Source: an optimization exercise on an open RTL-to-GDS flow (aim: small area and a short achievable clock period). Production flows keep margins and buffers that such runs may drop. The RTL was checked by simulation tests, not by an equivalence proof against the original design. Power figures rest on the tool's default switching activity, not on a simulated workload.

==> flow/config.mk <==
export PLATFORM = sky130hd
export DESIGN_NAME = ula_top
export DESIGN_NICKNAME = ula_top
export VERILOG_FILES = /design/flow/design.v
export SDC_FILE = /design/flow/constraint.sdc
export NUM_CORES = 4
export LEC_CHECK = 0
export CAP_MARGIN = 20
export CORE_MARGIN = 2
export CORE_UTILIZATION = 50
export SLEW_MARGIN = 20
==> flow/constraint.sdc <==
create_clock -name core_clock -period 80.0 [get_ports {clk}]
set_input_delay 16.0000 -clock core_clock [delete_from_list [all_inputs] [get_ports {clk}]]
set_output_delay 16.0000 -clock core_clock [all_outputs]
set_load 0.01 [all_outputs]
==> flow/design.v <==
module ula (
    input wire [31:0] operand_a,
    input wire [31:0] operand_b,
    input wire [3:0] opcode,
    input wire [31:0] hold_result,
    input wire [1:0] hold_compareResult,
    input wire [1:0] hold_errorFlag,
    output reg [31:0] result,
    output reg [1:0] overflow,
    output reg [1:0] compareResult,
    output reg [1:0] errorFlag
);
    parameter ADD = 4'b0011;
    parameter SUB = 4'b0100;
    parameter MUL = 4'b0101;
    parameter DIV = 4'b0110;
    parameter AND = 4'b0111;
    parameter OR  = 4'b1000;
    parameter SHL = 4'b1001;
    parameter SHR = 4'b1010;
    parameter CMP = 4'b1011;
    parameter NOT = 4'b1100;
    always @* begin
        result = hold_result;
        compareResult = hold_compareResult;
        errorFlag = hold_errorFlag;
        overflow = 2'b00;
        case (opcode)
            ADD: begin
                result = operand_a + operand_b;
            end
            SUB: begin
                result = operand_a - operand_b;
            end
            MUL: begin
                result = operand_a * operand_b;
            end
            DIV: begin
                if (operand_b != 0) begin
                    result = operand_a / operand_b;
                end else begin
		    result = 32'b0;
		    errorFlag = 1;
                end
            end
            AND: begin
                result = operand_a & operand_b;
            end
            OR: begin
                result = operand_a | operand_b;
            end
            NOT: begin
                result = ~operand_a;
            end
            SHL: begin
                result = operand_a << operand_b;
            end
            SHR: begin
                result = operand_a >> operand_b;
            end
            CMP: begin
                if (operand_a == operand_b) begin
                    compareResult = 2'b00; 	 
                end else if (operand_a > operand_b) begin
                    compareResult = 2'b01; 	 
                end else begin
                    compareResult = 2'b10; 	 
                end
            end
            default: begin
		result = 32'b0;
            end
        endcase
    end
endmodule
module ula_top (
    input wire clk,
    input wire rst,
    input wire [31:0] operand_a,
    input wire [31:0] operand_b,
    input wire [3:0] opcode,
    output reg [31:0] result,
    output reg [1:0] overflow,
    output reg [1:0] compareResult,
    output reg [1:0] errorFlag
);
    reg [31:0] a_q, b_q;
    reg [3:0] op_q;
    wire [31:0] alu_result;
    wire [1:0] alu_overflow, alu_compareResult, alu_errorFlag;
    ula alu (
        .operand_a(a_q),
        .operand_b(b_q),
        .opcode(op_q),
        .hold_result(result),
        .hold_compareResult(compareResult),
        .hold_errorFlag(errorFlag),
        .result(alu_result),
        .overflow(alu_overflow),
        .compareResult(alu_compareResult),
        .errorFlag(alu_errorFlag)
    );
    always @(posedge clk) begin
        a_q <= operand_a;
        b_q <= operand_b;
        op_q <= opcode;
    end
    always @(posedge clk) begin
        if (rst) begin
            result <= 32'b0;
            overflow <= 2'b00;
            compareResult <= 2'b00;
            errorFlag <= 2'b00;
        end else begin
            result <= alu_result;
            overflow <= alu_overflow;
            compareResult <= alu_compareResult;
            errorFlag <= alu_errorFlag;
        end
    end
endmodule
==> flow/run.sh <==
#!/bin/bash
# synth_recipe.tcl (not shown) runs the flow's synth.tcl, then flattens the netlist and writes it again
# the make line also repeats each setting of config.mk as NAME=value (left out here)
make -C /OpenROAD-flow-scripts/flow DESIGN_CONFIG=/design/flow/config.mk WORK_HOME=/design/flow/orfs CLKGATE_MAP_FILE= SYNTH_SCRIPT=/design/flow/synth_recipe.tcl finish
==> qor.csv <==
metric,value,unit
Yosys top cell area share,17.0,%
main combinational cell family by area after synthesis,adder cells,
net switching power,1.34,mW
worst hold stages,1,
vias in the first global route,58100,
residual DRC count,0,
Clk Tree Root Cell,clkbuf_16,
RSZ-0062 raised after global routing,no,
clk_skew,0.0360,ns
layout cells sized above 1,7.36,%
status,no timing/DRC/antenna violations,
syn avg cell area,7.20,um^2
"Distinct cells, synth",115,
sequential fraction of the synthesis area,3.73,%
drt total wl,282000,um
fraction of registers with async set/reset,0,%
Comb pwr share,94.3,%
"slowest stage delay, CP",0.66,ns
Synth area leader,ha_1,
compound-gate portion of the synthesized area,26.5,%
f_max,13.2,MHz
area delta synth->final,7.18,%
CP most frequent cell,ha_1,
CTS tree,built,
CTS Buf Count,9,
GRT Resource Usage Total,48.6,%
Startpoint Class,flip-flop,
post-synthesis cell area,0.0552,mm^2
die width,336,um
predominant post-synthesis flop cell,dfxtp_1,
final cell count without fillers,9121,
port buffer count,104,
flop-to-flop setup slack,4.21,ns
Crit. End Element,flip-flop,
gr ovfl total,0,
final hold violation count,0,
PD cells,37.3,mW/mm^2
top post-synthesis cells by area,"ha_1, fa_1, nand2_1",
Final Power,2.21,mW
# IOs,108,
"CTS clk-pin slew, worst paths",0.11,ns
CP max FO,46,
met3 WL,41000,um
Simple-Gate Fraction of Synth Area,21.8,%
critical path class,reg2reg,
switching share of power,60.9,%
"most common cell after layout, fill and taps aside",nand2_1,
reg2reg end,result[0],
die area,0.113,mm^2
max cap viols,0,
CTS max path bufs,2,
Initial DRT Pass Iterations,9,
fin crit period,75.79,ns
Die Ht,336,um
hold_ws,0.627,ns
Clk pwr share,2.5,%
Top Metal Used,met5,
Relative slew margins,10.1,%
first-pass GRT wire length,401000,um
via count,62900,
sequential share of power,3.2,%
count of pins over their slew limit,0,
Final period util,94.7,%
leakage,27.4,nW
Hold WC Path Type,reg2reg,
post-synthesis mux area share,2.28,%
Initial Util,50.6,%
Internal,862,uW
number of flops mapped to enable cells by yosys,0,
Worst path slowest cell,clkinv_2,
vias per inst,6.89,
Antenna Nets Post-Route,0,
largest net degree at the start of global routing,63,
worst slew pin tran,1.35,ns
register bit total from synthesis,103,
Clock Latency Late Sink,0.45,ns
Syn Inst Count,7669,
WL per Instance,31.0,um
"Warnings, synthesis",2,
DRT iter0 DRCs,8342,
clock net sink count,103,
peak supply drop,181,uV
cells on worst reg2reg path,293,
hold_sp,compareResult[1],
Final nets,8857,
"Req. time, crit path",80.27,ns
initial antenna violation count,18,
most frequent cells in the layout,"nand2_1, nor2_1, ha_1",
detailed placement HPWL,219000,um
Critical R2R Launch,b_q[0],
Synth Area in XOR/XNOR,6.50,%
placed cells,9077,
GP Congestion,1.12,
WP data arrival,76.06,ns
Hold EP,compareResult[1],
adder-cell share of the synthesized area,31.9,%
core area,0.109,mm^2
H-tree Lvls,3,
met2 routed wirelength,112000,um
setup violators final,0,
Routed met1 length,106000,um
Core Rows,121,
CTS Hold Bufs,0,
-- registers in the layout, summed over array words and instances, names as in the netlist --
register / flops
a_q: 32
b_q: 32
compareResult: 2
errorFlag: 1
op_q: 4
result: 32
-- Yosys cell counts, drive strengths merged, types with 53 or more instances --
master  number
a211oi      81
a21o       210
a21oi      578
a31oi      119
and3        62
buf        105
clkbuf     264
dfxtp      103
fa         410
ha         750
inv        678
mux2        71
nand2      952
nand3      170
nand4       80
nor2       774
nor2b       53
nor3       209
o211ai      81
o21a       139
o21ai      390
or2         58
or3         65
xnor2      264
xor2       146
-- logic make-up (layout without fill, tap and decap cells) --
family | Yosys count | count (layout)
simple gates | 2643 | 2643
compound gates | 2183 | 2184
fa+ha+maj | 1160 | 1160
buf+inv | 1056 | 1016
xor+xnor | 410 | 410
mux | 113 | 113
flops | 103 | 103
other cells | 1 | 16
-- area by class of cell --
| type | count | area (um^2) |
|---|---|---|
| antenna | 13 | 32.5 |
| multi-input combinational | 6513 | 49700 |
| tap | 1476 | 1850 |
| fill | 11000 | 50000 |
| clock inverter | 7 | 86.3 |
| sequential | 103 | 2080 |
| timing repair buffer | 313 | 2640 |
| clock buffer | 9 | 225 |
| inverter | 687 | 2580 |
-- power by group through the flow --
stage / clock (mW) / sequential, mW / combinational, mW
after CTS: 0.0556 / 0.0684 / 1.99
after global routing: 0.0567 / 0.0690 / 2.22
after detailed placement: 0 / 0.0695 / 1.98
after global placement: 0 / 0.0698 / 1.94
final: 0.0561 / 0.0698 / 2.08
after floorplan: 0 / 0.0643 / 1.35
-- worst max-delay path: cells and delay by family, from the launching register on --
family                     cells  cell delay, ns
and+or+nand+nor               82           18.47
xor gates and xnor gates       1            0.29
AOI/OAI and AO/OA            153           38.74
DFF                            1            0.35
buffers and inverters         20            5.25
muxes                          5            1.44
adders and majority gates     32           10.80
-- worst max path at each step --
stage / slack [ns] / end / start / cells after the start
floorplan: 11.19 / result[0] / b_q[0] / 302
global placement: 0.44 / result[0] / b_q[8] / 284
detailed placement: -0.38 / result[0] / b_q[30] / 283
CTS: 0.14 / result[0] / b_q[30] / 288
global route: 0.10 / result[0] / b_q[21] / 299
finish: 4.21 / result[0] / b_q[0] / 293
-- metal layers --
layer	track usage [%]	up-vias
met3	16.7	1172
met2	68.6	4570
met1	61.6	30000
met4	34.3	10
met5	0	-
li1	-	27100
-- what timing repair did --
item	CTS	global route
hold endpoints to repair	0	0
setup endpoints to repair	1	3
resized for setup	6	90
pin swaps	1	8
cloned	0	1
buffers inserted	1	13
-- through the flow --
stage | instance area (um^2) | worst slack, ns | setup TNS (ns) | util, %
floorplan | 55200 | 11.19 | 0 | -
global placement | 58200 | 0.439 | 0 | 53.3
detailed placement | 58200 | -0.378 | -0.378 | 53.4
CTS | 58600 | 0.141 | 0 | 53.7
global route | 59200 | 0.102 | 0 | 54.2
finish | 59200 | 4.21 | 0 | 54.2

[separate check: timing with driven ports]
Ports are ideal in the flow. The routed layout listed here was re-timed in OpenROAD.
Step 1, drivers: a clkbuf_16 drives clk and a buf_2 each remaining input, both assumed.
Step 2 moves the port delays by t, midway between the first and last clock arrival at a register: inputs arrive t later, outputs are due t later. That takes back most of the time a late clock gives input paths.
Three values: ideal ports, drivers, drivers and shift; two values: the first two.
t, ns: 0.489
setup slack, ns: 4.207 / 4.207 / 4.207
clock arrival spread, ns: 0.037 / 0.037
cell pins on the clock port's net: 1
After both steps this run still meets setup and hold. The setup slack of this run moves by 0.000 ns with the drivers and by 0.000 ns with both steps.
